This is an optimization exercise on Yosys and OpenROAD, whose aim is small area and a short achievable clock period, not a production implementation. Where RTL was checked, it was by simulation tests only, not by an equivalence proof against the original. No activity file was given, so power comes from the tool's default toggle rates.

==> inputs of branch harbor <==
## circuit
module circuit (
  output [47:0] p,
  input  [17:0] a, b, d,
  input  [47:0] c,
  input  clk, rstn);
clock: 7.0 ns
lec_check: 0
cap_margin: 20
core_margin: 2
core_utilization: 65
cts_cluster_diameter: 80
cts_cluster_size: 25
setup_slack_margin: 4.6
slew_margin: 20
synth_hierarchical: 1
standard.sh (not shown) runs the stock make flow with config.mk's settings and CLKGATE_MAP_FILE= SYNTH_SCRIPT=/design/flow/synth_recipe.tcl, a recipe that flattens the netlist after the stock synthesis.
==> flow/flow/run.sh <==
#!/bin/bash
# Standard layout, with the port buffers made of buf_2 cells instead of the default delay buffer.
set -euo pipefail
export BUFFER_PORTS_ARGS="-buffer_cell sky130_fd_sc_hd__buf_2"
bash standard.sh > standard.log 2>&1
==> branch delta (differences from branch harbor) <==
CTS_CLUSTER_DIAMETER = 60   (was 80)
CTS_CLUSTER_SIZE = 30   (was 25)
==> branch tundra (differences from branch harbor) <==
SETUP_SLACK_MARGIN = 4.5   (was 4.6)
==> branch quartz (differences from branch harbor) <==
SETUP_SLACK_MARGIN = 4.7   (was 4.6)
==> notes <==
The lowest sequential share of layout area belongs to branch delta, the highest to branch tundra.
Setup slack: branch quartz > branch harbor > branch delta > branch tundra.
In sequential cell count, branch harbor and branch quartz do not differ.
Against branch delta, the register-to-register slack of branch quartz is better by 90 ps.
Of branch tundra and branch delta, branch delta has the higher clock-buffer cell count (gap 6).
Via count: branch delta > branch quartz > branch harbor > branch tundra.
Synthesized cell count is the same in branch delta and branch quartz.
Total power, lowest first: branch tundra, branch quartz, branch harbor, branch delta.
Non-clock buffer count, lowest first: branch harbor, branch delta, branch tundra, branch quartz.
==> figures <==
item	branch tundra	branch quartz	branch harbor	branch delta
Worst path depth	4	1	1	1
Timing startpoint of the critical path	a_r[10]	p_r[15]	p_r[17]	p_r[27]
Post-layout utilization of the core	0.716	0.736	0.727	0.739
Result of the run	no timing/DRC/antenna violations	no timing/DRC/antenna violations	no timing/DRC/antenna violations	no timing/DRC/antenna violations
Start point of the worst min-delay path	ch_r1[3]	t_r_1_0	ch_r[10]	ch_r[0]
Vias	12343	12517	12507	12637
Total routing resource utilization after global routing	0.291	0.282	0.289	0.294
Relative area of non-clock buffer cells in the final design	0.0382	0.0591	0.0465	0.0466
Met1 Track Usage GR	0.386	0.385	0.370	0.376
Post-detailed-placement half-perimeter wirelength	32500 um	32200 um	33400 um	33400 um
Violation count after the first detailed-route iteration	929	833	853	839
Highest net fanout along the worst path	19	1	1	1
Part of the total power dissipated in sequential elements	0.371	0.367	0.369	0.355
Area Overhead vs Synth	7.79%	10.9%	9.58%	11.3%
Filler Cells Inserted	2186	2142	2144	2099
Power attributed to sequential cells	3620 uW	3590 uW	3630 uW	3630 uW
Worst setup path endpoint	t_r_21_5	p[15]	p[17]	p[27]
Number of buffers and inverters on the critical path	0	1	1	1
Final worst-path setup slack	4550 ps	4620 ps	4620 ps	4580 ps
Leakage dissipation	0.00860 uW	0.00884 uW	0.00867 uW	0.00883 uW
Function was not checked in any run of this note: the RTL went through the layout flow alone.

========
==> run a <==
Another version of the RTL of circuit (not shown whole).
Settings: LEC_CHECK=0, CAP_MARGIN=20, CORE_MARGIN=2, CORE_UTILIZATION=65, SETUP_SLACK_MARGIN=4.6, SLEW_MARGIN=20, SYNTH_HIERARCHICAL=1; clock period 7.0 ns.
Scripts as last shown in full above: flow/flow/run.sh
==> run b (differences from run a) <==
Settings changed: CTS_BUF_LIST from default to sky130_fd_sc_hd__clkbuf_8.
==> comparison table <==
quantity	run a	run b
Net Sw Power	0.00469 W	0.00462 W
Final cycle utilization of the critical path	34.5%	34.8%
GR Util met2	53.5%	51.7%
Layout Area Growth over Synthesis	13.1%	12.6%
Hold_sp	cn_r[1]	cn_r[35]
Leak pwr	10.0 nW	10.1 nW
Clock Latency Late Sink	0.59 ns	0.63 ns
Transition time at the pin with the least slew margin	0.543 ns	0.557 ns
Minimum clock period after layout	2.42 ns	2.44 ns
Vias in the first global route	15300	15500
Slack of the worst reg-to-reg path	4.66 ns	4.63 ns
CP peak stage delay	0.35 ns	0.33 ns
Total routed wire length on the met1 layer	19200 µm	19300 µm
Number of DRC violations after detailed-routing iteration 0	1013	1009
Combinational logic power	0.00557 W	0.00552 W
Number of vias per cell after detailed routing	5.43	5.38
Power density cells	492 mW/mm²	481 mW/mm²
Repair and plain buffers	163	164
Outcome	finished clean	finished clean
Wire length of the first global-routing pass	79700 µm	79300 µm
Comb pwr share	47.1%	48.1%
Crit path to	p[44]	p[33]
Share of cell area taken by multi-input logic gates	48.9%	49.1%
Max layer used	met5	met4
No functional check of the RTL was part of any run of this note.

========
==> branch yarrow <==
Another version of the RTL of circuit (not shown whole).
export LEC_CHECK = 0
export CAP_MARGIN = 20
export CORE_MARGIN = 2
export CORE_UTILIZATION = 65
export CTS_CLUSTER_DIAMETER = 80
export CTS_CLUSTER_SIZE = 25
export PLACE_DENSITY = 0.75
export SETUP_SLACK_MARGIN = 4.6
export SLEW_MARGIN = 20
export SYNTH_HIERARCHICAL = 1
create_clock -name core_clock -period 7.0 [get_ports {clk}]
Scripts as last shown in full above: flow/flow/run.sh
==> branch juniper (differences from branch yarrow) <==
- PLACE_DENSITY: 0.75 -> unset
- SETUP_SLACK_MARGIN: 4.6 -> 4.55
==> branch willow (differences from branch yarrow) <==
- CORE_UTILIZATION: 65 -> 70
- PLACE_DENSITY: 0.75 -> unset
==> branch raven (differences from branch yarrow) <==
- GPL_TIMING_DRIVEN: unset -> 0
- PLACE_DENSITY: 0.75 -> unset
==> summary.txt <==
Final layout
  – Area Growth Syn to Fin: 9.97%
  – Share of layout cells above drive strength 1: 18.9%

Outcome
  – Status: complete, no violations

Worst setup path
  – Top Family by Delay on Critical Path: flip-flops

Power
  – Leak pwr: 8.08 nW
  – VDD IR max: 321 uV
  – Pwr dens: 475 nW/um^2
  – P_int: approximately 0.0056 W

Timing
  – Clk_skew: 0.0351 ns

Drt
  – Via count: 11700
# the run above: branch willow

==> summary.txt <==
Place
  – Post-Place Cells: 2084

Power
  – Pwr dens: 482 nW/um^2
  – Leak pwr: 8.12 nW
  – P_comb: 0.00515 W
  – P_int: around 0.0058 W

Worst setup path
  – Top Family by Delay on Critical Path: flip-flops
  – Worst path slowest cell: dfxtp_1

Outcome
  – Status: complete, no violations

Timing
  – Clk_skew: ~0.013 ns
  – RSZ-0062 raised after global routing: yes

Final layout
  – # diodes: 0

Drt
  – Via count: 11800
  – Initial drt markers: 891
# the run above: branch yarrow

==> summary.txt <==
Outcome
  – Status: complete, no violations

Worst setup path
  – Top Family by Delay on Critical Path: adder cells
  – Worst Setup SP: a_r[14]

Power
  – P_int: 0.00582 W
  – Leak pwr: 8.86 nW
  – Pwr dens: about 460 nW/um^2
  – VDD IR max: 299 uV

Drt
  – Via count: 12200

Final layout
  – Area Growth Syn to Fin: 17.6%

Logic synthesis
  – Seq/Total Area, Yosys: about two fifths
  – Top FF cell, synth: dfxtp_1
# the run above: branch raven

==> summary.txt <==
Power
  – P_int: between 0.005 and 0.006 W
  – Leak pwr: around 8 nW
  – Pwr dens: 472 nW/um^2

Logic synthesis
  – Synth Register Bits: 360
  – Post-synthesis xor/xnor area fraction: ~4.7%

Timing
  – Hold WS: roughly 0.33 ns

Place
  – HPWL after detailed placement: 28500 um
  – Routability Congestion: roughly 0.87

Worst setup path
  – Slowest stage delay, CP: ~0.35 ns

Drt
  – Routed metal-1 wirelength: ~16000 um
  – Via count: 11500

CTS
  – Post-CTS setup buffers: 2

Outcome
  – Status: complete, no violations

Final layout
  – Share of layout cells above drive strength 1: 17.2%
  – Area Growth Syn to Fin: 9.08%
# the run above: branch juniper

-- re-timing with driven ports --
How much do the figures lean on ideal ports? The routed layouts below were timed once more, with nothing changed but the port constraints.
Step 1, drivers: a clkbuf_16 drives clk and a buf_2 each remaining input, both assumed.
Step 2 moves the port delays by t, midway between the first and last clock arrival at a register: inputs arrive t later, outputs are due t later. That takes back most of the time a late clock gives input paths.
a / b / c = ideal ports / drivers / drivers and shift; a / b = the first two.
| run | t (ns) | setup WS [ns] | slew at the worst register clock pin (ns) | worst data-port slew with drivers (ns) | pins driven straight from the clock port |
|---|---|---|---|---|---|
| branch harbor | 0.577 | 4.616 / 4.563 / 4.186 | 0.10 / 0.10 | 0.06 | 1 |
| branch delta | 0.623 | 4.577 / 4.524 / 4.188 | 0.10 / 0.10 | 0.06 | 1 |
| branch tundra | 0.587 | 4.553 / 4.543 / 4.170 | 0.10 / 0.10 | 0.05 | 1 |
| branch quartz | 0.591 | 4.618 / 4.565 / 4.283 | 0.11 / 0.11 | 0.05 | 1 |
| run a | 0.625 | 4.582 / 4.526 / 4.194 | 0.06 / 0.06 | 0.05 | 1 |
| run b | 0.656 | 4.562 / 4.515 / 4.204 | 0.06 / 0.06 | 0.05 | 1 |
| branch yarrow | 0.575 | 4.622 / 4.569 / 4.281 | 0.10 / 0.10 | 0.05 | 1 |
| branch juniper | 0.567 | 4.581 / 4.531 / 4.222 | 0.10 / 0.10 | 0.04 | 1 |
| branch willow | 0.581 | 4.606 / 4.556 / 4.263 | 0.11 / 0.11 | 0.04 | 1 |
| branch raven | 0.569 | 4.593 / 4.580 / 4.264 | 0.10 / 0.10 | 0.04 | 1 |
After both steps every run listed still meets setup and hold. The setup slack of branch harbor, which loses most, moves by -0.053 ns with the drivers and by -0.430 ns with both steps.
